Background: an optimization exercise with open tools, aiming at small area. Do not read the settings as production practice. RTL that was checked went through simulation tests only; none was proved equivalent to the original. Only the layout flow was run in runs 1 to 3; the RTL was not checked for function there. Power is estimated from default activity; no workload was simulated.

==> design/flow/design.v <==
`timescale 1ns / 1ps
module alu (
    input wire [3:0] a,
    input wire [3:0] b,
    input wire [2:0] op,
    output reg [3:0] result,
    output wire zero,
    output wire negative,
    output reg carry,
    output reg overflow
);
    wire sub = op[0];
    wire [3:0] bx = b ^ {4{sub}};
    wire [4:0] c;
    wire [3:0] sum;
    assign c[0] = sub;
    genvar i;
    generate for (i = 0; i < 4; i = i + 1) begin : g_add
        assign sum[i] = a[i] ^ bx[i] ^ c[i];
        assign c[i+1] = (a[i] & bx[i]) | (c[i] & (a[i] ^ bx[i]));
    end endgenerate
    wire lt = ~c[4];
    always @(*) begin
        result = 4'b0000;
        carry = 1'b0;
        overflow = 1'b0;
        case (op)
            3'b000, 3'b001: begin
                result = sum;
                carry = c[4] ^ sub;
                overflow = (a[3] == bx[3]) && (sum[3] != a[3]);
            end
            3'b010: result = a & b;
            3'b011: result = a | b;
            3'b100: result = a ^ b;
            3'b101: begin
                result = a << b[1:0];
                case (b[1:0])
                    2'b01: carry = a[3];
                    2'b10: carry = a[2];
                    2'b11: carry = a[1];
                    default: carry = 1'b0;
                endcase
            end
            3'b110: begin
                result = a >> b[1:0];
                case (b[1:0])
                    2'b01: carry = a[0];
                    2'b10: carry = a[1];
                    2'b11: carry = a[2];
                    default: carry = 1'b0;
                endcase
            end
            default: result = {3'b000, lt};
        endcase
    end
    assign zero = (result == 4'b0000);
    assign negative = result[3];
endmodule
`timescale 1ns / 1ps
module control_unit (
    input wire [15:0] instruction,
    output wire [2:0] alu_op,
    output wire [1:0] dest_addr,
    output wire [1:0] src_a_addr,
    output wire [1:0] src_b_addr,
    output wire use_immediate,
    output wire [3:0] immediate
);
    assign alu_op = instruction[15:13];
    assign dest_addr = instruction[12:11];
    assign src_a_addr = instruction[10:9];
    assign src_b_addr = instruction[8:7];
    assign use_immediate = instruction[6];
    assign immediate = instruction[3:0];
endmodule
`timescale 1ns / 1ps
module instruction_memory (
    input wire clk,
    input wire reset,
    input wire write_enable,
    input wire [3:0] write_addr,
    input wire [15:0] write_data,
    input wire [3:0] read_addr,
    output wire [15:0] instruction
);
    reg [255:0] words;
    reg [15:0] valid;
    wire [255:0] next_words;
    wire [15:0] we;
    wire [15:0] hold;
    wire [15:0] sel;
    genvar w, b;
    generate
        for (w = 0; w < 16; w = w + 1) begin : g_word
            assign we[w] = write_enable & (write_addr == w);
            assign hold[w] = ~we[w];
            assign sel[w] = valid[w] & (read_addr == w);
            for (b = 0; b < 16; b = b + 1) begin : g_bit
                imem_bit_next u_next (
                    .load(we[w]),
                    .hold(hold[w]),
                    .new_bit(write_data[b]),
                    .old_bit(words[16*w + b]),
                    .next_bit(next_words[16*w + b])
                );
            end
            always @(posedge clk or posedge reset) begin
                if (reset)
                    valid[w] <= 1'b0;
                else if (we[w])
                    valid[w] <= 1'b1;
            end
        end
    endgenerate
    always @(posedge clk) begin
        words <= next_words;
    end
    generate
        for (b = 0; b < 16; b = b + 1) begin : g_read
            wire [5:0] part_n;
            for (w = 0; w < 5; w = w + 1) begin : g_grp
                imem_read3 u_read (
                    .sel0(sel[3*w]),     .bit0(words[16*(3*w) + b]),
                    .sel1(sel[3*w + 1]), .bit1(words[16*(3*w + 1) + b]),
                    .sel2(sel[3*w + 2]), .bit2(words[16*(3*w + 2) + b]),
                    .out_n(part_n[w])
                );
            end
            assign part_n[5] = ~(sel[15] & words[16*15 + b]);
            assign instruction[b] = ~&part_n;
        end
    endgenerate
endmodule
module imem_bit_next (
    input wire load,
    input wire hold,
    input wire new_bit,
    input wire old_bit,
    output wire next_bit
);
    assign next_bit = (load & new_bit) | (hold & old_bit);
endmodule
module imem_read3 (
    input wire sel0,
    input wire bit0,
    input wire sel1,
    input wire bit1,
    input wire sel2,
    input wire bit2,
    output wire out_n
);
    assign out_n = ~((sel0 & bit0) | (sel1 & bit1) | (sel2 & bit2));
endmodule
`timescale 1ns / 1ps
module register_file (
    input wire clk,
    input wire reset,
    input wire write_enable,
    input wire [1:0] write_addr,
    input wire [3:0] write_data,
    input wire [1:0] read_addr_a,
    input wire [1:0] read_addr_b,
    output wire [3:0] reg_a,
    output wire [3:0] reg_b
);
    reg [15:0] registers;
    wire [15:0] next_registers;
    genvar r, b;
    generate
        for (r = 0; r < 4; r = r + 1) begin : g_reg
            wire load = write_enable & (write_addr == r);
            for (b = 0; b < 4; b = b + 1) begin : g_bit
                imem_bit_next u_next (
                    .load(load),
                    .hold(~load),
                    .new_bit(write_data[b]),
                    .old_bit(registers[4*r + b]),
                    .next_bit(next_registers[4*r + b])
                );
            end
        end
    endgenerate
    always @(posedge clk or posedge reset) begin
        if (reset)
            registers <= 16'b0;
        else
            registers <= next_registers;
    end
    assign reg_a = registers[4*read_addr_a +: 4];
    assign reg_b = registers[4*read_addr_b +: 4];
endmodule
`timescale 1ns / 1ps
module top (
    input wire clk,
    input wire reset,
    input wire run_enable,
    input wire reg_write_enable,
    input wire [1:0] reg_write_addr,
    input wire [3:0] reg_write_data,
    input wire instr_write_enable,
    input wire [3:0] instr_write_addr,
    input wire [15:0] instr_write_data,
    output reg [3:0] pc,
    output wire [15:0] instruction,
    output wire [3:0] result,
    output wire zero,
    output wire negative,
    output wire carry,
    output wire overflow
);
    wire [1:0] dest_addr, src_a_addr, src_b_addr;
    wire [2:0] alu_op;
    wire use_immediate;
    wire [3:0] immediate;
    wire [3:0] a, b, alu_b;
    wire cpu_step;
    wire rf_write_enable;
    wire [1:0] rf_write_addr;
    wire [3:0] rf_write_data;
    instruction_memory imem (
        .clk(clk),
        .reset(reset),
        .write_enable(instr_write_enable),
        .write_addr(instr_write_addr),
        .write_data(instr_write_data),
        .read_addr(pc),
        .instruction(instruction)
    );
    control_unit cu (
        .instruction(instruction),
        .alu_op(alu_op),
        .dest_addr(dest_addr),
        .src_a_addr(src_a_addr),
        .src_b_addr(src_b_addr),
        .use_immediate(use_immediate),
        .immediate(immediate)
    );
    assign cpu_step = run_enable & ~reg_write_enable & ~instr_write_enable;
    assign rf_write_enable = reg_write_enable | cpu_step;
    assign rf_write_addr = reg_write_enable ? reg_write_addr : dest_addr;
    assign rf_write_data = reg_write_enable ? reg_write_data : result;
    register_file rf (
        .clk(clk),
        .reset(reset),
        .write_enable(rf_write_enable),
        .write_addr(rf_write_addr),
        .write_data(rf_write_data),
        .read_addr_a(src_a_addr),
        .read_addr_b(src_b_addr),
        .reg_a(a),
        .reg_b(b)
    );
    assign alu_b = use_immediate ? immediate : b;
    alu alu_inst (
        .a(a),
        .b(alu_b),
        .op(alu_op),
        .result(result),
        .zero(zero),
        .negative(negative),
        .carry(carry),
        .overflow(overflow)
    );
    always @(posedge clk or posedge reset) begin
        if (reset) begin
            pc <= 4'b0000;
        end else if (cpu_step) begin
            pc <= pc + 4'b0001;
        end
    end
endmodule
==> design/flow/flow/run.sh <==
#!/bin/bash
# The standard layout (standard.sh: the standard flow's synthesis and ORFS flow) with
# changes that only affect sizing and buffering:
#  - every port gets the smallest buffer (buf_1) rather than the default pick;
#  - after floorplan, synthesis buffers are removed and logic cells are set to
#    their smallest drive strength (flow/downsize.tcl); the resizer buffers and
#    upsizes where needed later on;
#  - the clock tree uses larger sink clusters of clkbuf_16 leaf buffers and no
#    dummy loads.
set -euo pipefail
here=$(pwd)
bash standard.sh \
  "BUFFER_PORTS_ARGS=-buffer_cell sky130_fd_sc_hd__buf_1" \
  "POST_FLOORPLAN_TCL=$here/flow/downsize.tcl" \
  "CTS_ARGS=-sink_clustering_enable -repair_clock_nets -sink_clustering_size 28 -sink_clustering_max_diameter 60 -buf_list sky130_fd_sc_hd__clkbuf_16 -dont_use_dummy_load" \
  finish > "$here/standard_sh.log" 2>&1
==> design/flow/flow/downsize.tcl <==
# Remove the buffers synthesis inserted; repair_design re-buffers where needed.
remove_buffers
# Run after floorplan (POST_FLOORPLAN_TCL): give every logic cell the smallest
# drive strength of its family. Synthesis sizes cells for loads it can only
# guess; the resizer's repair_design and repair_timing steps that follow in
# placement, CTS and routing upsize or buffer wherever slew, capacitance or
# timing need it.
set n_down 0
foreach inst [get_cells *] {
  set lc [get_lib_cells -of_objects $inst]
  set name [get_name $lc]
  if {![regexp {^(sky130_fd_sc_hd__[a-z0-9]+)_([0-9]+)$} $name -> base size]} { continue }
  set best $name
  set best_area [get_property $lc area]
  foreach cand [get_lib_cells ${base}_*] {
    set cname [get_name $cand]
    if {![regexp "^${base}_\[0-9\]+\$" $cname]} { continue }
    if {[get_property $cand dont_use]} { continue }
    set a [get_property $cand area]
    if {$a < $best_area} { set best $cname; set best_area $a }
  }
  if {$best ne $name} {
    replace_cell $inst $best
    incr n_down
  }
}
puts "downsize.tcl: downsized $n_down cells"
==> design/flow/standard.sh <==
#!/bin/bash
# synth_recipe.tcl (not shown) runs the flow's synth.tcl, then flattens the netlist and writes it again
# the make line also repeats each setting of config.mk as NAME=value (left out here)
make -C /OpenROAD-flow-scripts/flow DESIGN_CONFIG=/design/flow/config.mk WORK_HOME=/design/flow/orfs CLKGATE_MAP_FILE= SYNTH_SCRIPT=/design/flow/synth_recipe.tcl "${@:-finish}"
==> design/flow/config.mk <==
export PLATFORM = sky130hd
export DESIGN_NAME = top
export DESIGN_NICKNAME = top
export VERILOG_FILES = /design/flow/design.v
export SDC_FILE = /design/flow/constraint.sdc
export NUM_CORES = 4
export LEC_CHECK = 0
export CAP_MARGIN = 20
export CORE_MARGIN = 2
export CORE_UTILIZATION = 40
export SLEW_MARGIN = 20
export SYNTH_HIERARCHICAL = 1
==> design/flow/constraint.sdc <==
create_clock -name core_clock -period 8.5 [get_ports {clk}]
set_input_delay 1.7000 -clock core_clock [delete_from_list [all_inputs] [get_ports {clk}]]
set_output_delay 1.7000 -clock core_clock [all_outputs]
set_load 0.01 [all_outputs]
==> key figures, run 1 <==
Outcome
  – Status: finished clean

Floorplanning
  – Core ar.: 27,900 sq um
  – Die H: 172 microns
  – Die X: 172 microns
  – Die Footprint: 29,700 sq um
  – Initial core utilization: 40.6%
  – IO Pins: 59
  – Rows: 61

Routing
  – Max layer used: met4
  – Via Count: 8,723
  – Routed Antenna Nets: 0
  – Routed wl met2: 14,600 microns
  – First-pass DRT Iterations: 8
  – Wl on met1: 16,100 microns
  – Drt total wl: 34,500 microns
  – Vias per cell: 6.31
  – Detail Route met3 WL: 2890 microns
  – Starting DRT DRC Count: 1,144
  – DRC violations left: 0
  – Routed WL per cell: 24.9 microns

Logic synthesis
  – Yosys reg bits: 292
  – Yosys cell types: 56
  – Mapped Area: 11,300 sq um
  – Synth Instances: 934
  – Post-synth EDFFs: 0
  – Synth warn: 10
  – Sequential element share of the synthesized area: 53.2%
  – Post-Syn Area per Cell: 12.1 sq um
  – Async S/R FF share, synth: 12.3%
  – Most used DFF post-synth: dfxtp_1
  – Post-Syn Nets: 979

Timing
  – Worst-margin pin slew: 1.16 ns
  – Final hold violation count: 0
  – RSZ-0062 raised after global routing: no
  – Slew Viols, Final: 0
  – Worst rel slew slack: 22.8%
  – Fmax: 129 MHz
  – Endpoints failing setup: 0
  – Setup TNS Final: 0 ns
  – Final period util: 91.1%
  – Tmin final: 7.74 ns
  – Skew final: 0.0283 ns

Pwr
  – Switching part of the total: 39.4%
  – Power Total: 0.00509 W
  – P per Cell Area: 410 nW/um^2
  – Sw power: 0.00201 W
  – Internal Power: 0.00309 W
  – Leakage power: 5.48 nW
  – Clk pwr share: 17.4%
  – Peak VDD IR: 585 uV
  – Combinational share of power: 45.2%
  – Sequential Power Share: 37.4%

Critical path
  – CP Class: register to primary output
  – Critical path arrival: 6.04 ns
  – Endpoint type of the worst setup path: primary output
  – Crit path max fanout: 17
  – Worst endpoint required time: 6.80 ns
  – CP Launch Type: register

Layout
  – Share of layout cells above drive strength 1: 6.77%
  – Most common cell after layout, fill and taps aside: a22o_1
  – Footprint of the multi-input gates: 4920 sq um
  – Net count, final: 1,052
  – Design Area, Final: 12,400 sq um
  – Commonest non-fill, non-tap cells in the layout: a22o_1, dfxtp_1, a222oi_1
  – FILL cells: 2,580
  – Layout area overhead: 9.82%
  – Sequential cell area: 6030 sq um
  – N_diodes: 0

Global route
  – Largest net degree at the start of global routing: 24
  – Vias in the first global route: 8,237
  – GRT overflow: 0
  – Global-route wire length before repair: 52,400 microns
  – Initial antenna violation count: 0
  – Gr usage total: 23.3%

Clock tree
  – Post-CTS Setup Bufs: 0
  – Maximum clock path buffer count: 3
  – CTS resizes: 0
  – Sink Count: 292
  – CTS tree: yes
  – Worst skew pair latency: 0.51 ns
  – CTS Hold Bufs: 0
  – Clock root buffer: clkbuf_16
  – Worst-path clk slew: 0.09 ns
  – Inserted Clock Buffers: 21
  – H-tree Lvls: 1

Place
  – # port buffers: 58
  – DP HPWL: 23,000 microns
  – Dpl cell area: 11,900 sq um
  – GP Congestion: 0.916

Run
  – Max-Cap Viols: 0

Min path
  – Hold WC Path Type: register to register
[state kept, by name, summed over array words and instances (netlist names)]
| name | count |
|---|---|
| imem.valid | 16 |
| imem.words | 256 |
| pc | 4 |
| rf.registers | 16 |
[final timing paths]
kind / endpoint / depth (start not counted) / slack (ns) / start
max: zero / 18 / 0.76 / pc[1]
min: imem.valid[2] / 1 / 0.46 / imem.valid[2]
max reg2reg: rf.registers[6] / 15 / 2.68 / pc[1]
min reg2reg: imem.valid[2] / 1 / 0.46 / imem.valid[2]
max in group asynchronous: imem.valid[2] / 2 / 6.73 / reset
min in group asynchronous: pc[0] / 2 / 1.12 / reset
[power by group through the flow]
stage               sequential (W)  combinational, W  clock, W
floorplan                  0.00186           0.00181         0
global placement           0.00193           0.00228         0
detailed placement         0.00192           0.00229         0
CTS                        0.00190           0.00230  0.000902
global route               0.00194           0.00256  0.000957
finish                     0.00191           0.00230  0.000886
[logic make-up (layout without fill, tap and decap cells)]
| family | after synthesis | after routing | synth area share, % |
|---|---|---|---|
| adder cells (fa/ha/maj) | 14 | 14 | 1.75 |
| AO/OA/AOI/OAI | 397 | 397 | 31.1 |
| buffers and inverters | 59 | 130 | 2.81 |
| XOR/XNOR | 10 | 10 | 0.774 |
| AND/OR/NAND/NOR | 139 | 139 | 7.04 |
| flip-flops | 292 | 292 | 53.2 |
| multiplexers | 23 | 23 | 3.33 |
[area by class of cell]
type / count / share of cell area [%]
inverters: 33 / 0.996
repair buffers: 76 / 2.97
flip-flops and latches: 292 / 48.5
well taps: 378 / 3.80
multi-input cells: 583 / 39.5
clock buffers: 21 / 4.23
[worst max-delay path, stage by stage (launching register included)]
cell,delay [ns]
dfrtp_1,0.52
nor2b_1,0.32
and3_1,0.63
a222oi_1,0.23
nand3_1,0.16
a211o_1,0.31
mux4_2,0.55
mux2_2,0.40
mux2_2,0.32
fa_1,0.38
fa_1,0.36
inv_1,0.08
fa_1,0.19
nor2_1,0.05
a21oi_1,0.13
nor2_1,0.06
a2111o_1,0.42
nor4_1,0.23
buf_1,0.18
[synthesized netlist by cell type (2+ instances only)]
| master | count | area, sq um |
|---|---|---|
| nand2b_1 | 17 | 106 |
| fa_1 | 3 | 60.1 |
| o22ai_1 | 3 | 18.8 |
| a222oi_1 | 80 | 801 |
| clkbuf_1 | 2 | 7.51 |
| a211oi_1 | 2 | 15.0 |
| mux4_1 | 8 | 210 |
| buf_6 | 3 | 33.8 |
| and4_1 | 2 | 17.5 |
| a22oi_1 | 2 | 15.0 |
| buf_4 | 19 | 143 |
| nor3b_1 | 3 | 22.5 |
| xor2_1 | 6 | 52.6 |
| mux2_2 | 12 | 135 |
| xnor2_1 | 4 | 35.0 |
| dfrtp_1 | 36 | 901 |
| inv_1 | 31 | 116 |
| a2111o_1 | 2 | 22.5 |
| nor2_1 | 14 | 52.6 |
| and3_1 | 15 | 93.8 |
| mux2i_1 | 2 | 20.0 |
| a21oi_1 | 12 | 60.1 |
| nand3b_1 | 3 | 22.5 |
| nor4_1 | 2 | 12.5 |
| inv_2 | 2 | 7.51 |
| a211o_1 | 15 | 131 |
| nor2b_1 | 10 | 62.6 |
| dfxtp_1 | 256 | 5120 |
| and3b_1 | 4 | 35.0 |
| nand2_1 | 34 | 128 |
| nand3_1 | 20 | 100 |
| a22o_1 | 272 | 2380 |
| o211ai_1 | 2 | 15.0 |
| ha_1 | 11 | 138 |
| buf_2 | 2 | 10.0 |
| or2_2 | 3 | 18.8 |
[per-module statistics from Yosys (local to each module, per instance)]
module / cell area, sq um / flops+latches / times used
alu: 752 / 0 / 1
instruction_memory: 6290 / 272 / 1
register_file: 674 / 16 / 1
imem_read3: 10.0 / 0 / 80
top: 319 / 4 / 1
imem_bit_next: 8.76 / 0 / 272
control_unit: 105 / 0 / 1
[stage by stage]
stage	util (%)	setup slack [ns]	hold WS, ns	instances
CTS	44.6	0.742	0.463	1383
floorplan	-	0.988	0.425	934
global route	44.6	0.347	0.473	1383
detailed placement	42.7	1.31	0.444	1362
finish	44.6	0.755	0.461	1383
global placement	42.6	1.39	0.444	1359
[metal layers]
layer | up-vias | track usage, %
li1 | 3975 | -
met1 | 4322 | 34.7
met2 | 385 | 34.1
met3 | 41 | 4.35
met4 | 0 | 6.65
met5 | - | 0
==> run 2: changes to the inputs <==
--- a/design/flow/flow/run.sh
+++ b/design/flow/flow/run.sh
@@ -14,3 +14,3 @@
   "POST_FLOORPLAN_TCL=$here/flow/downsize.tcl" \
-  "CTS_ARGS=-sink_clustering_enable -repair_clock_nets -sink_clustering_size 28 -sink_clustering_max_diameter 60 -buf_list sky130_fd_sc_hd__clkbuf_16 -dont_use_dummy_load" \
+  "CTS_ARGS=-sink_clustering_enable -repair_clock_nets -sink_clustering_size 30 -sink_clustering_max_diameter 80 -buf_list sky130_fd_sc_hd__clkbuf_16 -dont_use_dummy_load" \
   finish > "$here/standard_sh.log" 2>&1
--- a/design/flow/config.mk
+++ b/design/flow/config.mk
@@ -9,3 +9,3 @@
 export CORE_MARGIN = 2
-export CORE_UTILIZATION = 40
+export CORE_UTILIZATION = 65
 export SLEW_MARGIN = 20
==> run 2 against run 1 <==
Against the previous run: clock power is about 20% lower; via count is 5.0% higher; worst setup slack worse by 0.15 ns; core utilization is 25 points higher; critical endpoint unchanged; critical path depth stayed put; maximum frequency is 1.9% lower; global-route usage is 12 points higher; count of clock-buffer cells in the layout is 7 lower; wire length is 3.6% lower; still clean on timing, DRC and antenna; flip-flop and latch count stayed put.
==> key figures, run 2 <==
Outcome
  – Status: finished clean

Floorplanning
  – Die X: 136 microns (-21%)
  – IO Pins: 59 (unchanged)
  – Rows: 48 (-21%)
  – Die Footprint: 18,500 sq um (-38%)
  – Die H: 136 microns (-21%)
  – Core ar.: 17,200 sq um (-38%)
  – Initial core utilization: 65.9% (+25 points)

Layout
  – N_diodes: 0 (unchanged)
  – Share of layout cells above drive strength 1: 5.07% (-1.7 points)
  – Biggest regs: imem.words x256, imem.valid x16, rf.registers x16
  – Biggest register: imem.words
  – Sequential cell area: 6030 sq um (unchanged)
  – FILL cells: 1,301 (-50%)
  – Layout area overhead: 5.79%
  – Footprint of the multi-input gates: 4920 sq um (unchanged)
  – Most common cell after layout, fill and taps aside: a22o_1
  – Max reg flops: 256 (unchanged)
  – Commonest non-fill, non-tap cells in the layout: a22o_1, dfxtp_1, a222oi_1
  – Net count, final: 1,034 (-1.7%)

Pwr
  – Leakage power: 5.34 nW (-2.5%)
  – Peak VDD IR: 587 uV (+0.23%)
  – Power Total: 0.00495 W (-2.8%)
  – P per Cell Area: 413 nW/um^2 (+0.92%)

Logic synthesis
  – Yosys top cell by area: dfxtp_1
  – Post-Syn Nets: 979 (unchanged)
  – Async S/R FF share, synth: 12.3% (unchanged)
  – XOR/XNOR Fraction of Synth Area: 0.774% (unchanged)
  – Yosys top cell area share: 45.3% (unchanged)
  – Post-synthesis mux area share: 3.33% (unchanged)
  – Synth Instances: 934 (unchanged)
  – Most common library cells after synthesis: a22o_1, dfxtp_1, a222oi_1
  – Sequential element share of the synthesized area: 53.2% (unchanged)
  – Yosys cell types: 56 (unchanged)
  – Simple-gate share of the synthesized area: 7.04% (unchanged)
  – Yosys reg bits: 292 (unchanged)
  – Area share of fa/ha/maj cells after synthesis: 1.75% (unchanged)
  – Mapped Area: 11,300 sq um (unchanged)
  – Largest family of logic cells by synthesized area: compound AO/OA/AOI/OAI gates
  – Complex-gate fraction of the synthesized area: 31.1% (unchanged)
  – Post-synth EDFFs: 0 (unchanged)
  – Most used DFF post-synth: dfxtp_1
  – Post-Syn Area per Cell: 12.1 sq um (unchanged)
  – Ranking of synthesized cells by area: dfxtp_1, a22o_1, dfrtp_1
  – Most frequent cell after synthesis: a22o_1
  – Synth warn: 10 (unchanged)

Clock tree
  – Worst skew pair latency: 0.50 ns (about the same)
  – CTS tree: yes
  – CTS resizes: 0 (unchanged)
  – Maximum clock path buffer count: 3 (unchanged)
  – H-tree Lvls: 1 (unchanged)
  – Worst-path clk slew: 0.11 ns (+0.02 ns)
  – Inserted Clock Buffers: 14 (-33%)
  – Post-CTS Setup Bufs: 0 (unchanged)
  – Sink Count: 292 (unchanged)
  – Clock root buffer: clkbuf_16
  – CTS Hold Bufs: 0 (unchanged)

Global route
  – Gr usage total: 35.5% (+12 points)
  – Initial antenna violation count: 0 (unchanged)
  – Vias in the first global route: 8,584 (+4.2%)
  – GRT overflow: 0 (unchanged)
  – Global-route wire length before repair: 50,700 microns (-3.2%)
  – Largest net degree at the start of global routing: 31 (+29%)

Routing
  – Routed WL per cell: 27.4 microns (+10%)
  – Vias per cell: 7.56 (+20%)
  – Drt total wl: 33,200 microns (-3.6%)
  – DRC violations left: 0 (unchanged)
  – Routed Antenna Nets: 0 (unchanged)
  – Starting DRT DRC Count: 1,211 (+5.9%)
  – Via Count: 9,162 (+5.0%)
  – First-pass DRT Iterations: 6 (-2)

Critical path
  – Worst endpoint required time: 6.80 ns (about the same)
  – Critical path arrival: 6.19 ns (+0.15 ns)
  – CP Launch Type: register
  – Crit path max fanout: 17 (unchanged)
  – CP Class: register to primary output
  – Endpoint type of the worst setup path: primary output

Timing
  – Final period util: 92.8% (+1.7 points)
  – Fmax: 127 MHz (-1.9%)
  – Slew Viols, Final: 0 (unchanged)
  – Setup TNS Final: 0 ns (unchanged)
  – Skew final: 0.0524 ns (+0.0241 ns)
  – Final hold violation count: 0 (unchanged)
  – Worst rel slew slack: 17.8% (-4.9 points)
  – Worst-margin pin slew: 1.23 ns (+0.0739 ns)
  – Tmin final: 7.89 ns (+0.147 ns)
  – RSZ-0062 raised after global routing: no
  – Endpoints failing setup: 0 (unchanged)

Min path
  – Hold WC Path Type: register to register

Place
  – DP HPWL: 21,900 microns (-4.5%)
  – # port buffers: 58 (unchanged)
  – GP Congestion: 0.953 (+4.1%)

Run
  – Max-Cap Viols: 0 (unchanged)
[run 2: cell types whose count changed in the layout (fill, tap and decap cells not counted)]
cell | previous run | this run
buf_4 | 15 | 6
clkbuf_16 | 21 | 14
buf_6 | 2 | 0
[run 2: Yosys stat by module, one instance, submodules excluded]
module | cells inside | flops+latches
imem_bit_next | 1 | 0
instruction_memory | 408 | 272
imem_read3 | 1 | 0
register_file | 33 | 16
top | 26 | 4
control_unit | 14 | 0
alu | 101 | 0
[run 2: path summary, 6_finish.rpt]
kind | startpoint | to | slack (ns) | depth (start not counted)
setup / recovery | pc[1] | zero | 0.61 | 18
hold / removal | imem.words[124] | imem.words[124] | 0.48 | 1
hold reg to reg | imem.words[124] | imem.words[124] | 0.48 | 1
min in group asynchronous | reset | pc[3] | 1.10 | 2
setup reg to reg | pc[1] | rf.registers[10] | 2.52 | 15
max in group asynchronous | reset | imem.valid[3] | 6.72 | 2
[run 2: per-stage QoR]
stage	cells	hold WS [ns]	setup slack, ns	instance area (sq um)	util [%]
CTS	1211	0.477	0.705	12000	69.6
global placement	1197	0.445	1.41	11600	67.6
detailed placement	1197	0.444	1.26	11600	67.6
finish	1212	0.476	0.608	12000	69.7
global route	1212	0.494	0.347	12000	69.7
floorplan	934	0.425	0.988	11300	-
[run 2: area by class of cell]
| class | instances | share of cell area [%] |
|---|---|---|
| flip-flops and latches | 292 | 50.3 |
| multi-input cells | 583 | 41.1 |
| clock buffers | 14 | 2.92 |
| well taps | 225 | 2.35 |
| repair buffers | 65 | 2.33 |
| inverters | 33 | 1.03 |
[run 2: cells by family (layout without fill, tap and decap cells)]
kind of cell               Yosys count  in the layout
and+or+nand+nor                    139            139
xor gates and xnor gates            10             10
muxes                               23             23
buffers and inverters               59            112
adders and majority gates           14             14
DFF                                292            292
AOI/OAI and AO/OA                  397            397
[run 2: layer usage]
metal	routed length, microns	part of all wire (%)	vias up	track usage, %
met5	0	0	-	0
met4	882	2.7	0	9.90
met3	3680	11	48	6.56
met2	14200	43	592	51.0
met1	14500	44	4586	54.8
li1	-	-	3936	-
[run 2: power breakdown]
group | switching, W | internal (W) | total, W
Sequential | 0.000219 | 0.00169 | 0.00191
Clock | 0.000410 | 0.000298 | 0.000708
Combinational | 0.00137 | 0.000958 | 0.00233
Total | 0.00200 | 0.00295 | 0.00495
[run 2: critical path, stage by stage, from the launching register on]
cell and delay, ns:
dfrtp_1 0.51, nor2b_1 0.24, and3_1 0.43, a222oi_1 0.61, nand3_1 0.19, a211o_1 0.38
mux4_2 0.45, mux2_2 0.42, mux2_2 0.32, fa_1 0.38, fa_1 0.36, inv_1 0.08
fa_1 0.20, nor2_1 0.05, a21oi_1 0.14, nor2_1 0.05, a2111o_1 0.43, nor4_1 0.26
buf_1 0.18
==> run 3: changes to the inputs <==
--- a/design/flow/flow/run.sh
+++ b/design/flow/flow/run.sh
@@ -14,3 +14,3 @@
   "POST_FLOORPLAN_TCL=$here/flow/downsize.tcl" \
-  "CTS_ARGS=-sink_clustering_enable -repair_clock_nets -sink_clustering_size 30 -sink_clustering_max_diameter 80 -buf_list sky130_fd_sc_hd__clkbuf_16 -dont_use_dummy_load" \
+  "CTS_ARGS=-sink_clustering_enable -repair_clock_nets -sink_clustering_size 30 -sink_clustering_max_diameter 60 -buf_list sky130_fd_sc_hd__clkbuf_16 -dont_use_dummy_load" \
   finish > "$here/standard_sh.log" 2>&1
--- a/design/flow/config.mk
+++ b/design/flow/config.mk
@@ -10,2 +10,3 @@
 export CORE_UTILIZATION = 65
+export PLACE_DENSITY = 0.75
 export SLEW_MARGIN = 20
==> run 3 against run 2 <==
Against the previous run: still clean; first-iteration DRC count increased by 10%; worst hold slack worse by 0.017 ns; count of clock-buffer cells in the layout is 4 higher; non-clock buffer count down 1; global-route usage fell by 0.63 points; core utilization grew 0.50 points; final cell count grew 0.25%; via count shrank 1.1%; wire length shrank 0.78%; critical path type unchanged; largest cell class unchanged; largest power group unchanged.
==> key figures, run 3 <==
Outcome
  – Status: finished clean

Logic synthesis
  – Sequential element share of the synthesized area: 53.2% (unchanged)
  – Synth Instances: 934 (unchanged)
  – Yosys reg bits: 292 (unchanged)
  – Ranking of synthesized cells by area: dfxtp_1, a22o_1, dfrtp_1
  – Post-synth EDFFs: 0 (unchanged)
  – Most used DFF post-synth: dfxtp_1
  – Post-Syn Nets: 979 (unchanged)
  – Most frequent cell after synthesis: a22o_1
  – Yosys top cell area share: 45.3% (unchanged)
  – Yosys cell types: 56 (unchanged)
  – Async S/R FF share, synth: 12.3% (unchanged)
  – Post-Syn Area per Cell: 12.1 sq um (unchanged)
  – Yosys top cell by area: dfxtp_1
  – Synth warn: 10 (unchanged)
  – Most common library cells after synthesis: a22o_1, dfxtp_1, a222oi_1
  – Mapped Area: 11,300 sq um (unchanged)

Layout
  – Biggest register: imem.words
  – Biggest regs: imem.words x256, imem.valid x16, rf.registers x16
  – Share of layout cells above drive strength 1: 5.35% (+0.29 points)
  – Final Util: 70.2% (+0.50 points)
  – Most common cell after layout, fill and taps aside: a22o_1
  – Design Area, Final: 12,100 sq um (+0.71%)
  – FILL cells: 1,239 (-4.8%)
  – Layout area overhead: 6.54%
  – Commonest non-fill, non-tap cells in the layout: a22o_1, dfxtp_1, a222oi_1
  – Net count, final: 1,037 (+0.29%)
  – N_diodes: 0 (unchanged)
  – Max reg flops: 256 (unchanged)

Critical path
  – Endpoint type of the worst setup path: primary output
  – WP buf/inv: 2 (unchanged)
  – Worst endpoint required time: 6.80 ns (about the same)
  – Critical Path Max Stage Delay: 0.65 ns (+0.04 ns)
  – CP Class: register to primary output
  – Family with the most delay on the worst path: compound AO/OA/AOI/OAI gates
  – Critical path arrival: 6.09 ns (-0.10 ns)
  – Slowest cell on crit path: a222oi_1
  – Levels on crit path: 18 (unchanged)
  – Critical path cell sequence: nor2_1 -> and3_1 -> a222oi_1 -> nand3_1 -> a211o_1 -> mux4_2 -> mux2_2 -> mux2_2 -> fa_1 -> fa_1 -> inv_1 -> fa_1 -> nor2_1 -> a21oi_1 -> nor2_1 -> a2111o_1 -> nor4_1 -> buf_1
  – CP Launch Type: register
  – Crit path max fanout: 17 (unchanged)
  – Worst r2r path cells: 18 (+3)

Floorplanning
  – Core ar.: 17,200 sq um (unchanged)
  – Rows: 48 (unchanged)
  – Die Footprint: 18,500 sq um (unchanged)
  – Die X: 136 microns (unchanged)
  – Die H: 136 microns (unchanged)
  – IO Pins: 59 (unchanged)
  – Initial core utilization: 65.9% (unchanged)

Clock tree
  – Sink Count: 292 (unchanged)
  – Inserted Clock Buffers: 18 (+4)
  – Clock root buffer: clkbuf_16
  – CTS Hold Bufs: 0 (unchanged)
  – CTS tree: yes
  – CTS resizes: 0 (unchanged)
  – Maximum clock path buffer count: 3 (unchanged)
  – Worst skew pair latency: 0.52 ns (+0.02 ns)
  – Worst-path clk slew: 0.08 ns (-0.03 ns)
  – Post-CTS Setup Bufs: 0 (unchanged)
  – H-tree Lvls: 1 (unchanged)

Timing
  – Hold slack: 0.458 ns (-0.0173 ns)
  – Skew final: 0.0600 ns (+0.00762 ns)
  – RSZ-0062 raised after global routing: no
  – Setup TNS Final: 0 ns (unchanged)
  – Endpoints failing setup: 0 (unchanged)
  – Fmax: 128 MHz (+1.4%)
  – Worst rel slew slack: 23.5% (+5.6 points)
  – Final hold violation count: 0 (unchanged)
  – Tmin final: 7.79 ns (-0.105 ns)
  – Slew Viols, Final: 0 (unchanged)
  – Final period util: 91.6% (-1.2 points)
  – Worst-margin pin slew: 1.15 ns (-0.0847 ns)

Place
  – Dpl cell area: 11,600 sq um (unchanged)
  – DP HPWL: 21,800 microns (-0.76%)
  – # port buffers: 58 (unchanged)
  – GP Congestion: 0.943 (-1.1%)

Global route
  – Global-route wire length before repair: 49,500 microns (-2.4%)
  – Initial antenna violation count: 0 (unchanged)
  – GRT overflow: 0 (unchanged)
  – Largest net degree at the start of global routing: 30 (-3.2%)
  – Gr busiest metal: met1
  – Met3 GRT Util: 8.39% (+1.8 points)
  – Met1 usage: 52.2% (-2.7 points)
  – Vias in the first global route: 8,473 (-1.3%)
  – Gr usage total: 34.9% (-0.63 points)
  – M2 GR Usage: 50.0% (-0.98 points)

Routing
  – Drt total wl: 33,000 microns (-0.78%)
  – First-pass DRT Iterations: 6 (unchanged)
  – Via Count: 9,064 (-1.1%)
  – DRC violations left: 0 (unchanged)
  – Starting DRT DRC Count: 1,336 (+10%)
  – Routed WL per cell: 27.1 microns (-1.0%)
  – Routed Antenna Nets: 0 (unchanged)
  – Vias per cell: 7.46 (-1.3%)

Pwr
  – Sw power: 0.00198 W (-1.0%)
  – Peak VDD IR: 1070 uV (+82%)
  – Combinational share of power: 45.9% (-1.2 points)
  – Clk pwr share: 16.1% (+1.8 points)
  – Internal Power: 0.00303 W (+2.7%)
  – Power Total: 0.00501 W (+1.2%)
  – P per Cell Area: 415 nW/um^2 (+0.49%)
  – Leakage power: 5.39 nW (+0.78%)
  – Sequential Power Share: 38.0% (-0.6 points)
  – Switching part of the total: 39.5% (-0.90 points)

Min path
  – Hold WC Path Type: register to register
  – Worst hold path depth: 1 (unchanged)

Run
  – Max-Cap Viols: 0 (unchanged)
run 3: worst reg2reg max path: stages (launching register included):
cell	delay, ns
dfrtp_1	0.54
nor2_1	0.15
and3_1	0.41
a222oi_1	0.65
nand3_1	0.18
a211o_1	0.39
mux4_2	0.45
mux2_2	0.41
mux2_2	0.33
fa_1	0.38
fa_1	0.37
inv_1	0.08
fa_1	0.20
nor2_1	0.05
a21oi_1	0.13
nor2_1	0.06
a2111o_1	0.41
mux2_2	0.33
a22o_1	0.22
run 3: cells by family after synthesis:
group | after synthesis | synth area share [%]
flops | 292 | 53.2
compound gates | 397 | 31.1
fa+ha+maj | 14 | 1.75
mux | 23 | 3.33
simple gates | 139 | 7.04
xor+xnor | 10 | 0.774
buf+inv | 59 | 2.81
run 3: per-module statistics from Yosys (local to each module, per instance):
module              cells  cell area (sq um)  copies in the design  flops+latches
imem_bit_next           1               8.76                   272              0
alu                   101                752                     1              0
imem_read3              1               10.0                    80              0
control_unit           14                105                     1              0
top                    26                319                     1              4
register_file          33                674                     1             16
instruction_memory    408               6290                     1            272
run 3: power groups by stage:
stage	logic [W]	registers, W	clock network [W]
6_report	0.00230	0.00191	0.000805
3_5_place_dp	0.00227	0.00192	0
5_1_grt	0.00249	0.00194	0.000862
4_1_cts	0.00228	0.00190	0.000810
2_1_floorplan	0.00181	0.00186	0
3_3_place_gp	0.00222	0.00191	0
run 3: path summary, 6_finish.rpt:
kind,start,slack (ns),endpoint
worst max-delay path,pc[0],0.71,zero
worst min-delay path,imem.valid[2],0.46,imem.valid[2]
worst max register to register,pc[0],2.62,rf.registers[11]
worst min register to register,imem.valid[2],0.46,imem.valid[2]
max in group asynchronous,reset,6.70,imem.valid[2]
min in group asynchronous,reset,1.14,pc[0]
run 3: per-layer routing:
layer	vias up	part of all wire, %
li1	3949	-
met1	4459	42
met2	593	42
met3	63	13
met4	0	3.0
met5	-	0
run 3: layout make-up:
class	instances	area, sq um	share of cell area [%]
Sequential cell	292	6030	50.0
Inverter	33	124	1.03
Clock buffer	18	450	3.73
Timing Repair Buffer	64	264	2.19
Tap cell	225	282	2.33
Multi-Input combinational cell	583	4920	40.8
run 3: metrics by stage:
step	setup WS [ns]	instances
after floorplan	0.988	934
after detailed placement	1.30	1197
after global placement	1.40	1197
final	0.713	1215
after global routing	0.442	1215
after CTS	0.782	1215
==> run 4: changes to the inputs <==
--- a/design/flow/design.v
+++ b/design/flow/design.v
@@ -13,11 +13,4 @@
     wire [3:0] bx = b ^ {4{sub}};
-    wire [4:0] c;
-    wire [3:0] sum;
-    assign c[0] = sub;
-    genvar i;
-    generate for (i = 0; i < 4; i = i + 1) begin : g_add
-        assign sum[i] = a[i] ^ bx[i] ^ c[i];
-        assign c[i+1] = (a[i] & bx[i]) | (c[i] & (a[i] ^ bx[i]));
-    end endgenerate
-    wire lt = ~c[4];
+    wire [4:0] sum = {1'b0, a} + {1'b0, bx} + {4'b0, sub};
+    wire lt = ~sum[4];
     always @(*) begin
@@ -28,4 +21,4 @@
             3'b000, 3'b001: begin
-                result = sum;
-                carry = c[4] ^ sub;
+                result = sum[3:0];
+                carry = sum[4] ^ sub;
                 overflow = (a[3] == bx[3]) && (sum[3] != a[3]);
@@ -166,27 +159,15 @@
 );
-    reg [15:0] registers;
-    wire [15:0] next_registers;
-    genvar r, b;
-    generate
-        for (r = 0; r < 4; r = r + 1) begin : g_reg
-            wire load = write_enable & (write_addr == r);
-            for (b = 0; b < 4; b = b + 1) begin : g_bit
-                imem_bit_next u_next (
-                    .load(load),
-                    .hold(~load),
-                    .new_bit(write_data[b]),
-                    .old_bit(registers[4*r + b]),
-                    .next_bit(next_registers[4*r + b])
-                );
-            end
-        end
-    endgenerate
+    reg [3:0] registers [0:3];
+    integer i;
     always @(posedge clk or posedge reset) begin
-        if (reset)
-            registers <= 16'b0;
-        else
-            registers <= next_registers;
-    end
-    assign reg_a = registers[4*read_addr_a +: 4];
-    assign reg_b = registers[4*read_addr_b +: 4];
+        if (reset) begin
+            for (i = 0; i < 4; i = i + 1) begin
+                registers[i] <= 4'b0000;
+            end
+        end else if (write_enable) begin
+            registers[write_addr] <= write_data;
+        end
+    end
+    assign reg_a = registers[read_addr_a];
+    assign reg_b = registers[read_addr_b];
 endmodule
==> design/flow/flow/run.sh (replaced) <==
#!/bin/bash
# The standard layout (standard.sh: the standard flow's synthesis and ORFS flow) with three
# changes that only affect sizing and buffering:
#  - every port gets the smallest buffer (buf_1) rather than the default pick;
#  - after floorplan, logic cells are set to their smallest drive strength
#    (flow/downsize.tcl); the resizer upsizes where needed later on;
#  - the clock tree uses larger sink clusters of clkbuf_16 leaf buffers.
set -euo pipefail
here=$(pwd)
bash standard.sh \
  "BUFFER_PORTS_ARGS=-buffer_cell sky130_fd_sc_hd__buf_1" \
  "POST_FLOORPLAN_TCL=$here/flow/downsize.tcl" \
  "CTS_ARGS=-sink_clustering_enable -repair_clock_nets -sink_clustering_size 30 -sink_clustering_max_diameter 80 -buf_list sky130_fd_sc_hd__clkbuf_16" \
  finish > "$here/standard_sh.log" 2>&1
--- a/design/flow/flow/downsize.tcl
+++ b/design/flow/flow/downsize.tcl
@@ -1,3 +1 @@
-# Remove the buffers synthesis inserted; repair_design re-buffers where needed.
-remove_buffers
 # Run after floorplan (POST_FLOORPLAN_TCL): give every logic cell the smallest
--- a/design/flow/config.mk
+++ b/design/flow/config.mk
@@ -9,4 +9,3 @@
 export CORE_MARGIN = 2
-export CORE_UTILIZATION = 65
-export PLACE_DENSITY = 0.75
+export CORE_UTILIZATION = 40
 export SLEW_MARGIN = 20
==> run 4 against run 3 <==
Against the previous run: flip-flop and latch count unchanged; count of clock-buffer cells in the layout is 3 lower; global-route usage down 12 points; sequential power barely moved; final area is 2.5% higher; area after synthesis is essentially flat; clock power grew 1%; combinational power rose by 4%.
==> key figures, run 4 <==
Clock tree
  – Maximum clock path buffer count: 3 (unchanged)
  – CTS Hold Bufs: 0 (unchanged)
  – CTS tree: yes
  – Worst-path clk slew: 0.12 ns (+0.04 ns)
  – CTS resizes: 0 (unchanged)
  – Inserted Clock Buffers: 14 (-4)
  – Clock root buffer: clkbuf_16
  – Post-CTS Setup Bufs: 0 (unchanged)
  – Worst skew pair latency: 0.50 ns (-0.02 ns)
  – Sink Count: 292 (unchanged)
  – H-tree Lvls: 1 (unchanged)

Layout
  – Sequential cell area: 6030 sq um (unchanged)
  – Net count, final: 1,039 (+0.19%)
  – Final Util: 44.4% (-26 points)
  – Commonest non-fill, non-tap cells in the layout: a22o_1, dfxtp_1, a222oi_1
  – Layout area overhead: 9.22%
  – N_diodes: 0 (unchanged)
  – Biggest regs: imem.words x256, imem.valid x16, rf.registers x16
  – FILL cells: 2,618 (+110%)
  – Biggest register: imem.words
  – Max reg flops: 256 (unchanged)
  – Footprint of the multi-input gates: 4940 sq um (+0.53%)
  – Share of layout cells above drive strength 1: 7.69% (+2.3 points)

Critical path
  – Endpoint type of the worst setup path: primary output
  – Critical path arrival: 5.58 ns (-0.51 ns)
  – CP Class: register to primary output
  – Critical R2R Launch: pc[1]
  – CP Launch Type: register
  – Worst r2r path cells: 15 (-3)
  – Reg2Reg Setup Slack: 3.07 ns (+0.45 ns)
  – Worst endpoint required time: 6.80 ns (about the same)
  – R2r endpoint: rf.registers[2][3]
  – Crit path max fanout: 16 (-1)

Logic synthesis
  – Yosys cell types: 56 (unchanged)
  – Most common library cells after synthesis: a22o_1, dfxtp_1, a222oi_1
  – Yosys top cell by area: dfxtp_1
  – Synth warn: 11 (+1)
  – Yosys reg bits: 292 (unchanged)
  – Most used DFF post-synth: dfxtp_1
  – Yosys top cell area share: 45.3% (about the same)
  – Ranking of synthesized cells by area: dfxtp_1, a22o_1, dfrtp_1
  – Mapped Area: 11,300 sq um (about the same)
  – Synth Instances: 931 (-0.32%)
  – Post-synth EDFFs: 0 (unchanged)
  – Async S/R FF share, synth: 12.3% (unchanged)
  – Sequential element share of the synthesized area: 53.2% (about the same)
  – Post-Syn Area per Cell: 12.2 sq um (+0.28%)
  – Post-Syn Nets: 976 (-0.31%)

Routing
  – Drt total wl: 33,900 microns (+2.8%)
  – Routed Antenna Nets: 0 (unchanged)
  – Via Count: 8,674 (-4.3%)
  – Vias per cell: 6.29 (-16%)
  – First-pass DRT Iterations: 7 (+1)
  – Routed WL per cell: 24.6 microns (-9.4%)
  – Starting DRT DRC Count: 1,002 (-25%)
  – DRC violations left: 0 (unchanged)

Outcome
  – Status: finished clean

Min path
  – Hold path start: imem.valid[10]
  – Worst hold path depth: 1 (unchanged)
  – Hold WC Path Type: register to register
  – Hold EP: imem.valid[10]

Place
  – DP HPWL: 22,300 microns (+2.6%)
  – Placement Setup Slack: 1.82 ns (+0.524 ns)
  – # port buffers: 58 (unchanged)
  – GP Congestion: 0.904 (-4.1%)

Global route
  – Met3 GRT Util: 3.46% (-4.9 points)
  – M2 GR Usage: 33.4% (-17 points)
  – Gr busiest metal: met1
  – Largest net degree at the start of global routing: 32 (+6.7%)
  – Vias in the first global route: 8,233 (-2.8%)
  – Initial antenna violation count: 0 (unchanged)
  – Global-route wire length before repair: 51,400 microns (+3.8%)
  – Met1 usage: 33.7% (-18 points)
  – Gr usage total: 22.7% (-12 points)
  – GRT overflow: 0 (unchanged)

Timing
  – Worst rel slew slack: 15.6% (-7.9 points)
  – Hold slack: 0.475 ns (+0.0165 ns)
  – Fmax: 137 MHz (+7.0%)
  – Setup TNS Final: 0 ns (unchanged)
  – Slew Viols, Final: 0 (unchanged)
  – RSZ-0062 raised after global routing: no
  – Setup WS post-layout: 1.22 ns (+0.507 ns)
  – Final period util: 85.6% (-6.0 points)
  – Final hold violation count: 0 (unchanged)
  – Endpoints failing setup: 0 (unchanged)
  – Worst-margin pin slew: 1.27 ns (+0.119 ns)
  – Tmin final: 7.28 ns (-0.507 ns)
  – Skew final: 0.0284 ns (-0.0316 ns)

Floorplanning
  – Rows: 61 (+27%)
  – Initial core utilization: 40.6% (-25 points)
  – IO Pins: 59 (unchanged)
  – Die X: 172 microns (+27%)
  – Die H: 172 microns (+27%)
  – Die Footprint: 29,700 sq um (+60%)
  – Core ar.: 27,900 sq um (+62%)

Pwr
  – Leakage power: 5.39 nW (+0.16%)
  – Peak VDD IR: 677 uV (-37%)
  – P per Cell Area: 414 nW/um^2 (-0.45%)

Run
  – Max-Cap Viols: 0 (unchanged)
-- run 4: cell count changes after synthesis, sizes merged, moves of 3 or more --
| cell | before | now |
|---|---|---|
| nand2b | 17 | 23 |
| and3b | 4 | 1 |
| nor3 | 1 | 4 |
| o22ai | 3 | 0 |
| mux2 | 13 | 28 |
| a221oi | 1 | 4 |
| o21ai | 1 | 6 |
| a21oi | 12 | 8 |
| nor2 | 14 | 8 |
| a22o | 272 | 256 |
-- run 4: stage by stage --
stage	power (W)	std cells	cell area, sq um
floorplan	0.00379	931	11300
global placement	0.00427	1355	11900
detailed placement	0.00430	1356	11900
CTS	0.00512	1379	12400
global route	0.00543	1379	12400
finish	0.00511	1379	12400
-- run 4: final cells by class --
cell class / count / area share, %
Clock inverter: 8 / 0.729
Tap cell: 378 / 3.83
Multi-Input combinational cell: 582 / 40.0
Sequential cell: 292 / 48.7
Timing Repair Buffer: 73 / 2.72
Clock buffer: 15 / 3.04
Inverter: 31 / 0.941
-- run 4: worst max path at each step --
stage	end	start	slack [ns]
3_3_place_gp	zero	pc[1]	2.04
3_5_place_dp	zero	pc[1]	1.82
2_1_floorplan	carry	pc[2]	1.61
4_1_cts	zero	pc[1]	1.24
6_report	zero	pc[1]	1.22
5_1_grt	zero	pc[1]	0.81
-- run 4: cell families after synthesis --
family | Yosys count | share of synthesized area [%]
compound gates | 383 | 30.1
xor+xnor | 10 | 0.774
fa+ha+maj | 14 | 1.61
buf+inv | 57 | 2.76
flops | 292 | 53.2
mux | 40 | 4.73
simple gates | 135 | 6.79
-- run 4: report_power, final --
part	internal, W	switching (W)
sequential	0.00170	0.000207
combinational	0.00101	0.00138
clock	0.000364	0.000449
total	0.00308	0.00204
-- run 4: layer usage --
metal	up-vias	wire, microns
met2	335	14500
li1	3940	-
met5	-	0
met3	52	2580
met1	4347	15700
met4	0	1150
-- run 4: per-module statistics from Yosys, one instance, submodules excluded --
module | cells | flip-flops and latches | times used
instruction_memory | 408 | 272 | 1
register_file | 45 | 16 | 1
alu | 102 | 0 | 1
top | 26 | 4 | 1
control_unit | 14 | 0 | 1
imem_read3 | 1 | 0 | 80
imem_bit_next | 1 | 0 | 256
-- run 4: critical path, cell delays in order, from the launching register on --
cell      delay, ns
dfrtp_1        0.54
nor2b_1        0.32
and3_1         0.64
a222oi_1       0.26
nand3_1        0.16
a211o_1        0.32
mux4_2         0.54
mux2_2         0.40
xor2_1         0.20
ha_1           0.32
nand2_1        0.05
o21ai_0        0.31
xnor2_1        0.10
o311ai_0       0.66
nor4_1         0.09
buf_1          0.16
==> run 5: changes to the inputs <==
--- a/design/flow/design.v
+++ b/design/flow/design.v
@@ -5,7 +5,7 @@
     input wire [2:0] op,
-    output reg [3:0] result,
+    output wire [3:0] result,
     output wire zero,
     output wire negative,
-    output reg carry,
-    output reg overflow
+    output wire carry,
+    output wire overflow
 );
@@ -13,38 +13,33 @@
     wire [3:0] bx = b ^ {4{sub}};
-    wire [4:0] sum = {1'b0, a} + {1'b0, bx} + {4'b0, sub};
-    wire lt = ~sum[4];
-    always @(*) begin
-        result = 4'b0000;
-        carry = 1'b0;
-        overflow = 1'b0;
-        case (op)
-            3'b000, 3'b001: begin
-                result = sum[3:0];
-                carry = sum[4] ^ sub;
-                overflow = (a[3] == bx[3]) && (sum[3] != a[3]);
-            end
-            3'b010: result = a & b;
-            3'b011: result = a | b;
-            3'b100: result = a ^ b;
-            3'b101: begin
-                result = a << b[1:0];
-                case (b[1:0])
-                    2'b01: carry = a[3];
-                    2'b10: carry = a[2];
-                    2'b11: carry = a[1];
-                    default: carry = 1'b0;
-                endcase
-            end
-            3'b110: begin
-                result = a >> b[1:0];
-                case (b[1:0])
-                    2'b01: carry = a[0];
-                    2'b10: carry = a[1];
-                    2'b11: carry = a[2];
-                    default: carry = 1'b0;
-                endcase
-            end
-            default: result = {3'b000, lt};
-        endcase
-    end
+    wire [4:0] c;
+    wire [3:0] sum;
+    assign c[0] = sub;
+    genvar i;
+    generate
+        for (i = 0; i < 4; i = i + 1) begin : g_add
+            assign sum[i] = a[i] ^ bx[i] ^ c[i];
+            assign c[i+1] = (a[i] & bx[i]) | (c[i] & (a[i] ^ bx[i]));
+        end
+    endgenerate
+    wire [1:0] s = b[1:0];
+    wire s0 = (s == 2'd0), s1 = (s == 2'd1), s2 = (s == 2'd2), s3 = (s == 2'd3);
+    wire [3:0] shl = {(s0 & a[3]) | (s1 & a[2]) | (s2 & a[1]) | (s3 & a[0]),
+                      (s0 & a[2]) | (s1 & a[1]) | (s2 & a[0]),
+                      (s0 & a[1]) | (s1 & a[0]),
+                      (s0 & a[0])};
+    wire [3:0] shr = {(s0 & a[3]),
+                      (s0 & a[2]) | (s1 & a[3]),
+                      (s0 & a[1]) | (s1 & a[2]) | (s2 & a[3]),
+                      (s0 & a[0]) | (s1 & a[1]) | (s2 & a[2]) | (s3 & a[3])};
+    wire shl_out = (s1 & a[3]) | (s2 & a[2]) | (s3 & a[1]);
+    wire shr_out = (s1 & a[0]) | (s2 & a[1]) | (s3 & a[2]);
+    wire o_arith = ~op[2] & ~op[1];
+    wire o_and = (op == 3'b010), o_or = (op == 3'b011), o_xor = (op == 3'b100);
+    wire o_sll = (op == 3'b101), o_srl = (op == 3'b110), o_slt = (op == 3'b111);
+    assign result = ({4{o_arith}} & sum) | ({4{o_and}} & (a & b)) |
+                    ({4{o_or}} & (a | b)) | ({4{o_xor}} & (a ^ b)) |
+                    ({4{o_sll}} & shl) | ({4{o_srl}} & shr) |
+                    {3'b000, o_slt & ~c[4]};
+    assign carry = (o_arith & (c[4] ^ sub)) | (o_sll & shl_out) | (o_srl & shr_out);
+    assign overflow = o_arith & (c[3] ^ c[4]);
     assign zero = (result == 4'b0000);
@@ -159,15 +154,27 @@
 );
-    reg [3:0] registers [0:3];
-    integer i;
+    reg [15:0] registers;
+    wire [15:0] next_registers;
+    genvar r, b;
+    generate
+        for (r = 0; r < 4; r = r + 1) begin : g_reg
+            wire load = write_enable & (write_addr == r);
+            for (b = 0; b < 4; b = b + 1) begin : g_bit
+                imem_bit_next u_next (
+                    .load(load),
+                    .hold(~load),
+                    .new_bit(write_data[b]),
+                    .old_bit(registers[4*r + b]),
+                    .next_bit(next_registers[4*r + b])
+                );
+            end
+        end
+    endgenerate
     always @(posedge clk or posedge reset) begin
-        if (reset) begin
-            for (i = 0; i < 4; i = i + 1) begin
-                registers[i] <= 4'b0000;
-            end
-        end else if (write_enable) begin
-            registers[write_addr] <= write_data;
-        end
+        if (reset)
+            registers <= 16'b0;
+        else
+            registers <= next_registers;
     end
-    assign reg_a = registers[read_addr_a];
-    assign reg_b = registers[read_addr_b];
+    assign reg_a = registers[4*read_addr_a +: 4];
+    assign reg_b = registers[4*read_addr_b +: 4];
 endmodule
==> design/flow/flow/run.sh (replaced) <==
#!/bin/bash
# The standard layout (standard.sh: the standard flow's synthesis and ORFS flow) with
# changes that only affect sizing and buffering:
#  - every port gets the smallest buffer (buf_1) rather than the default pick;
#  - after floorplan, synthesis buffers are removed and logic cells are set to
#    their smallest drive strength (flow/downsize.tcl); the resizer buffers and
#    upsizes where needed later on;
#  - the clock tree uses larger sink clusters of clkbuf_16 leaf buffers and no
#    dummy loads.
set -euo pipefail
here=$(pwd)
bash standard.sh \
  "BUFFER_PORTS_ARGS=-buffer_cell sky130_fd_sc_hd__buf_1" \
  "POST_FLOORPLAN_TCL=$here/flow/downsize.tcl" \
  "CTS_ARGS=-sink_clustering_enable -repair_clock_nets -sink_clustering_size 30 -sink_clustering_max_diameter 80 -buf_list sky130_fd_sc_hd__clkbuf_16 -dont_use_dummy_load" \
  finish > "$here/standard_sh.log" 2>&1
--- a/design/flow/flow/downsize.tcl
+++ b/design/flow/flow/downsize.tcl
@@ -1 +1,3 @@
+# Remove the buffers synthesis inserted; repair_design re-buffers where needed.
+remove_buffers
 # Run after floorplan (POST_FLOORPLAN_TCL): give every logic cell the smallest
--- a/design/flow/config.mk
+++ b/design/flow/config.mk
@@ -7,6 +7,7 @@
 export LEC_CHECK = 0
-export CAP_MARGIN = 20
+export CAP_MARGIN = 5
 export CORE_MARGIN = 2
-export CORE_UTILIZATION = 40
-export SLEW_MARGIN = 20
+export CORE_UTILIZATION = 80
+export PLACE_DENSITY = 0.85
+export SLEW_MARGIN = 5
 export SYNTH_HIERARCHICAL = 1
==> run 5 against run 4 <==
Against the previous run: clock skew fell by 0.0067 ns; via count up 5.7%; power fell by 6.9%; sequential power barely moved; largest power group unchanged.
==> key figures, run 5 <==
Floorplanning
  – Initial core utilization: 81.4% (+41 points)
  – IO Pins: 59 (unchanged)
  – Core ar.: 13,800 sq um (-50%)
  – Die X: 123 microns (-29%)
  – Die H: 123 microns (-29%)
  – Rows: 43 (-30%)
  – Die Footprint: 15,000 sq um (-49%)

Timing
  – Final period util: 93.8% (+8.2 points)
  – RSZ-0062 raised after global routing: no
  – Setup TNS Final: 0 ns (unchanged)
  – Skew final: 0.0217 ns (-0.00674 ns)
  – Tmin final: 7.97 ns (+0.694 ns)
  – Final hold violation count: 0 (unchanged)
  – Fmax: 125 MHz (-8.7%)
  – Worst-margin pin slew: 1.21 ns (-0.0541 ns)
  – Worst rel slew slack: 19.2% (+3.6 points)
  – Endpoints failing setup: 0 (unchanged)
  – Hold slack: 0.479 ns (+0.00363 ns)
  – Slew Viols, Final: 0 (unchanged)

Clock tree
  – H-tree Lvls: 1 (unchanged)
  – Sink Count: 292 (unchanged)
  – Post-CTS Setup Bufs: 0 (unchanged)
  – CTS tree: yes
  – Maximum clock path buffer count: 3 (unchanged)
  – Worst-path clk slew: 0.11 ns (about the same)
  – CTS resizes: 0 (unchanged)
  – Inserted Clock Buffers: 13 (-1)
  – CTS Hold Bufs: 0 (unchanged)
  – Clock root buffer: clkbuf_16
  – Worst skew pair latency: 0.48 ns (-0.02 ns)

Routing
  – Max layer used: met4
  – Routed Antenna Nets: 0 (unchanged)
  – Wl on met1: 12,600 microns (-20%)
  – Starting DRT DRC Count: 1,863 (+86%)
  – Routed wl met2: 13,400 microns (-7.5%)
  – Via Count: 9,171 (+5.7%)
  – Vias per cell: 7.93 (+26%)
  – Routed WL per cell: 27.9 microns (+14%)
  – DRC violations left: 0 (unchanged)
  – First-pass DRT Iterations: 12 (+5)
  – Drt total wl: 32,300 microns (-4.8%)
  – Detail Route met3 WL: 4710 microns (+83%)

Layout
  – Net count, final: 1,022 (-1.6%)
  – Commonest non-fill, non-tap cells in the layout: a22o_1, dfxtp_1, a222oi_1
  – N_diodes: 0 (unchanged)
  – Most common cell after layout, fill and taps aside: a22o_1
  – Share of layout cells above drive strength 1: 4.61% (-3.1 points)
  – Max reg flops: 256 (unchanged)
  – FILL cells: 723 (-72%)
  – Layout area overhead: 4.94%
  – Biggest register: imem.words
  – Biggest regs: imem.words x256, imem.valid x16, rf.registers x16

Logic synthesis
  – Mapped Area: 11,200 sq um (-0.60%)
  – Yosys cell types: 54 (-3.6%)
  – Yosys top cell area share: 45.6% (+0.27 points)
  – Synth Instances: 927 (-0.43%)
  – Most common library cells after synthesis: a22o_1, dfxtp_1, a222oi_1
  – Sequential element share of the synthesized area: 53.6% (+0.32 points)
  – Yosys top cell by area: dfxtp_1
  – Post-Syn Nets: 970 (-0.61%)
  – Post-synth EDFFs: 0 (unchanged)
  – Synth warn: 9 (-2)
  – Post-Syn Area per Cell: 12.1 sq um (-0.17%)
  – Ranking of synthesized cells by area: dfxtp_1, a22o_1, dfrtp_1
  – Yosys reg bits: 292 (unchanged)
  – Most used DFF post-synth: dfxtp_1
  – Async S/R FF share, synth: 12.3% (unchanged)
  – Most frequent cell after synthesis: a22o_1

Global route
  – Gr usage total: 42.6% (+20 points)
  – GRT overflow: 0 (unchanged)
  – Global-route wire length before repair: 48,800 microns (-4.9%)
  – Initial antenna violation count: 0 (unchanged)
  – Largest net degree at the start of global routing: 31 (-3.1%)
  – Vias in the first global route: 8,502 (+3.3%)

Critical path
  – Crit path max fanout: 16 (unchanged)
  – CP Launch Point: pc[1]
  – Endpoint type of the worst setup path: primary output
  – Worst endpoint required time: 6.80 ns (about the same)
  – Critical path arrival: 6.27 ns (+0.69 ns)
  – CP Launch Type: register
  – Worst r2r path cells: 18 (+3)
  – Critical R2R Launch: pc[1]
  – CP endpoint: zero
  – CP Class: register to primary output
  – Reg2Reg Setup Slack: 2.52 ns (-0.55 ns)
  – R2r endpoint: rf.registers[3]

Min path
  – Hold WC Path Type: register to register

Pwr
  – Leakage power: 5.26 nW (-2.4%)
  – P per Cell Area: 403 nW/um^2 (-2.5%)
  – Peak VDD IR: 643 uV (-5.0%)

Outcome
  – Status: finished clean

Place
  – # port buffers: 58 (unchanged)
  – DP HPWL: 21,200 microns (-5.2%)
  – GP Congestion: 0.999 (+10%)

Run
  – Max-Cap Viols: 0 (unchanged)
-- run 5: worst min path at each step --
stage	startpoint	to	depth (start not counted)
after floorplan	imem.valid[0]	imem.valid[0]	1
after global placement	imem.valid[1]	imem.valid[1]	1
after detailed placement	imem.valid[0]	imem.valid[0]	1
after CTS	imem.valid[7]	imem.valid[7]	1
after global routing	imem.valid[7]	imem.valid[7]	1
final	imem.valid[12]	imem.valid[12]	1
-- run 5: cell type report --
type	instances	area, sq um	area share [%]
Tap cell	180	225	1.91
Sequential cell	292	6030	51.0
Timing Repair Buffer	64	263	2.23
Multi-Input combinational cell	578	4850	41.1
Inverter	30	113	0.954
Clock buffer	13	325	2.76
-- run 5: power by group --
| group | internal (W) | switching (W) |
|---|---|---|
| logic | 0.000884 | 0.00127 |
| clock network | 0.000278 | 0.000401 |
| registers | 0.00169 | 0.000232 |
-- run 5: per-module statistics from Yosys (local to each module, per instance) --
| module | times used | cells inside | flops+latches |
|---|---|---|---|
| control_unit | 1 | 14 | 0 |
| imem_bit_next | 272 | 1 | 0 |
| alu | 1 | 94 | 0 |
| instruction_memory | 1 | 408 | 272 |
| imem_read3 | 80 | 1 | 0 |
| top | 1 | 26 | 4 |
| register_file | 1 | 33 | 16 |
-- run 5: per-layer routing --
metal | GRT usage [%] | up-vias
met5 | 0 | -
met2 | 59.2 | 748
met4 | 17.8 | 0
met1 | 63.7 | 4410
met3 | 10.2 | 109
li1 | - | 3904
-- run 5: kinds of logic (layout without fill, tap and decap cells) --
family / Yosys count / count (layout) / synth area share, %
AOI/OAI and AO/OA: 391 / 391 / 31.0
xor gates and xnor gates: 7 / 7 / 0.545
adders and majority gates: 12 / 12 / 1.53
buffers and inverters: 57 / 107 / 2.72
DFF: 292 / 292 / 53.6
muxes: 23 / 23 / 3.38
and+or+nand+nor: 145 / 145 / 7.22
-- run 5: worst max-delay path: stages, from the launching register on --
cell and delay, ns:
dfrtp_1 0.56, nor2b_1 0.40, and3_1 0.68, a222oi_1 0.28
nand3_1 0.19, a211o_1 0.29, mux4_2 0.54, mux2_2 0.37
nand2_1 0.16, a21boi_0 0.24, fa_1 0.21, inv_1 0.05
fa_1 0.41, fa_1 0.43, nor2b_1 0.14, a21oi_1 0.12
o221ai_1 0.22, nor4_1 0.32, buf_1 0.19
-- run 5: metrics by stage --
stage / worst slack [ns] / utilization, % / instance area [sq um] / std cells / total power, W
after floorplan: 1.08 / - / 11200 / 927 / 0.00354
after global routing: 0.291 / 85.4 / 11800 / 1157 / 0.00501
after CTS: 0.640 / 85.4 / 11800 / 1157 / 0.00470
final: 0.526 / 85.4 / 11800 / 1157 / 0.00476
after global placement: 1.52 / 83.0 / 11500 / 1144 / 0.00395
after detailed placement: 1.19 / 83.0 / 11500 / 1144 / 0.00404
==> run 6: changes to the inputs <==
--- a/design/flow/config.mk
+++ b/design/flow/config.mk
@@ -9,4 +9,3 @@
 export CORE_MARGIN = 2
-export CORE_UTILIZATION = 80
-export PLACE_DENSITY = 0.85
+export CORE_UTILIZATION = 65
 export SLEW_MARGIN = 5
==> run 6 against run 5 <==
Against the previous run: critical endpoint unchanged; clock skew is 0.019 ns higher; sequential power is essentially flat; combinational power increased by 2%; wire length up 4.3%; largest cell class unchanged; still clean on timing, DRC and antenna; synthesized cell count did not move; final area increased by 0.69%; global-route usage shrank 6.5 points; largest power group unchanged; critical path depth is the same; power rose by 1.1%; core utilization shrank 16 points; via count decreased by 0.73%; worst setup slack better by 0.046 ns.
==> key figures, run 6 <==
Logic synthesis
  – Most used DFF post-synth: dfxtp_1
  – Synth Instances: 927 (unchanged)
  – XOR/XNOR Fraction of Synth Area: 0.545% (unchanged)
  – Simple-gate share of the synthesized area: 7.22% (unchanged)
  – Synth warn: 9 (unchanged)
  – Yosys top cell by area: dfxtp_1
  – Yosys reg bits: 292 (unchanged)
  – Most common library cells after synthesis: a22o_1, dfxtp_1, a222oi_1
  – Post-synth EDFFs: 0 (unchanged)
  – Yosys cell types: 54 (unchanged)

Outcome
  – Status: finished clean

Clock tree
  – Worst skew pair latency: 0.50 ns (+0.02 ns)
  – CTS resizes: 0 (unchanged)
  – Worst-path clk slew: 0.11 ns (about the same)

Layout
  – Final Util: 69.4% (-16 points)
  – Net count, final: 1,023 (+0.098%)
  – N_diodes: 0 (unchanged)
  – Biggest register: imem.words
  – FILL cells: 1,263 (+75%)
  – Most common cell after layout, fill and taps aside: a22o_1
  – Share of layout cells above drive strength 1: 4.70% (+0.098 points)
  – Sequential cell area: 6030 sq um (unchanged)
  – Design Area, Final: 11,900 sq um (+0.69%)
  – Commonest non-fill, non-tap cells in the layout: a22o_1, dfxtp_1, a222oi_1

Critical path
  – Worst endpoint required time: 6.80 ns (about the same)
  – CP Launch Type: register
  – Reg2Reg Setup Slack: 2.53 ns (about the same)

Floorplanning
  – Die X: 136 microns (+11%)
  – Initial core utilization: 65.7% (-16 points)
  – Rows: 48 (+12%)
  – Die H: 136 microns (+11%)
  – Core ar.: 17,100 sq um (+24%)

Timing
  – Setup TNS Final: 0 ns (unchanged)
  – Slew Viols, Final: 0 (unchanged)
  – Worst-margin pin slew: 1.25 ns (+0.0390 ns)
  – Final period util: 93.3% (-0.54 points)
  – RSZ-0062 raised after global routing: no
  – Worst rel slew slack: 16.6% (-2.6 points)
  – Endpoints failing setup: 0 (unchanged)

Place
  – GP Congestion: 0.966 (-3.3%)
  – DP HPWL: 22,200 microns (+4.7%)
  – # port buffers: 58 (unchanged)

Global route
  – Initial antenna violation count: 0 (unchanged)
  – Largest net degree at the start of global routing: 31 (unchanged)
  – GRT overflow: 0 (unchanged)

Routing
  – Drt total wl: 33,700 microns (+4.3%)
  – Starting DRT DRC Count: 1,394 (-25%)
  – Routed Antenna Nets: 0 (unchanged)

Pwr
  – Leakage power: 5.28 nW (+0.23%)
run 6: logic make-up after synthesis:
kind of cell,count (synthesis)
adders and majority gates,12
muxes,23
xor gates and xnor gates,7
DFF,292
AOI/OAI and AO/OA,391
and+or+nand+nor,145
buffers and inverters,57
run 6: worst min-delay path by stage:
stage / startpoint / endpoint / slack [ns] / cells after the start
finish: imem.words[241] / imem.words[241] / 0.47 / 1
floorplan: imem.valid[0] / imem.valid[0] / 0.43 / 1
detailed placement: imem.valid[9] / imem.valid[9] / 0.44 / 1
global placement: imem.valid[9] / imem.valid[9] / 0.44 / 1
global route: imem.valid[11] / imem.valid[11] / 0.49 / 1
CTS: imem.valid[9] / imem.valid[9] / 0.47 / 1
run 6: area by class of cell:
type	instances	share of cell area (%)
tap	225	2.37
inverter	30	0.947
timing repair buffer	64	2.21
sequential	292	50.7
multi-input combinational	578	40.8
clock buffer	14	2.95
run 6: through the flow:
step	hold slack [ns]	total power, W	setup WS, ns	cells
after floorplan	0.425	0.00354	1.08	927
after global placement	0.445	0.00400	1.39	1189
after detailed placement	0.444	0.00407	1.24	1189
after CTS	0.473	0.00477	0.668	1203
after global routing	0.488	0.00508	0.163	1203
final	0.473	0.00481	0.572	1203
run 6: routing by layer:
| layer | wire length [microns] | track usage [%] | vias up |
|---|---|---|---|
| li1 | - | - | 3903 |
| met1 | 13900 | 52.9 | 4508 |
| met2 | 14300 | 51.8 | 636 |
| met5 | 0 | 0 | - |
| met3 | 4520 | 11.2 | 57 |
| met4 | 955 | 9.95 | 0 |
run 6: critical path, stage by stage, from the launching register on:
cell and delay [ns]:
dfrtp_1 0.55, nor2b_1 0.36, and3_1 0.65, a222oi_1 0.25, nand3_1 0.17, a211o_1 0.29, mux4_2 0.55, mux2_2 0.38
nand2_1 0.17, a21boi_0 0.25, fa_1 0.21, inv_1 0.05, fa_1 0.41, fa_1 0.42, nor2b_1 0.14, a21oi_1 0.12
o221ai_1 0.22, nor4_1 0.35, buf_1 0.18
run 6: power by group:
part	switching (W)	leakage (nW)	internal [W]
registers	0.000215	2.55	0.00169
logic	0.00131	2.55	0.000885
clock network	0.000409	0.173	0.000298
run 6: per-module statistics from Yosys, one instance, submodules excluded:
module | times used | area, sq um | cells
register_file | 1 | 674 | 33
alu | 1 | 679 | 94
control_unit | 1 | 105 | 14
instruction_memory | 1 | 6290 | 408
imem_read3 | 80 | 10.0 | 1
top | 1 | 319 | 26
imem_bit_next | 272 | 8.76 | 1
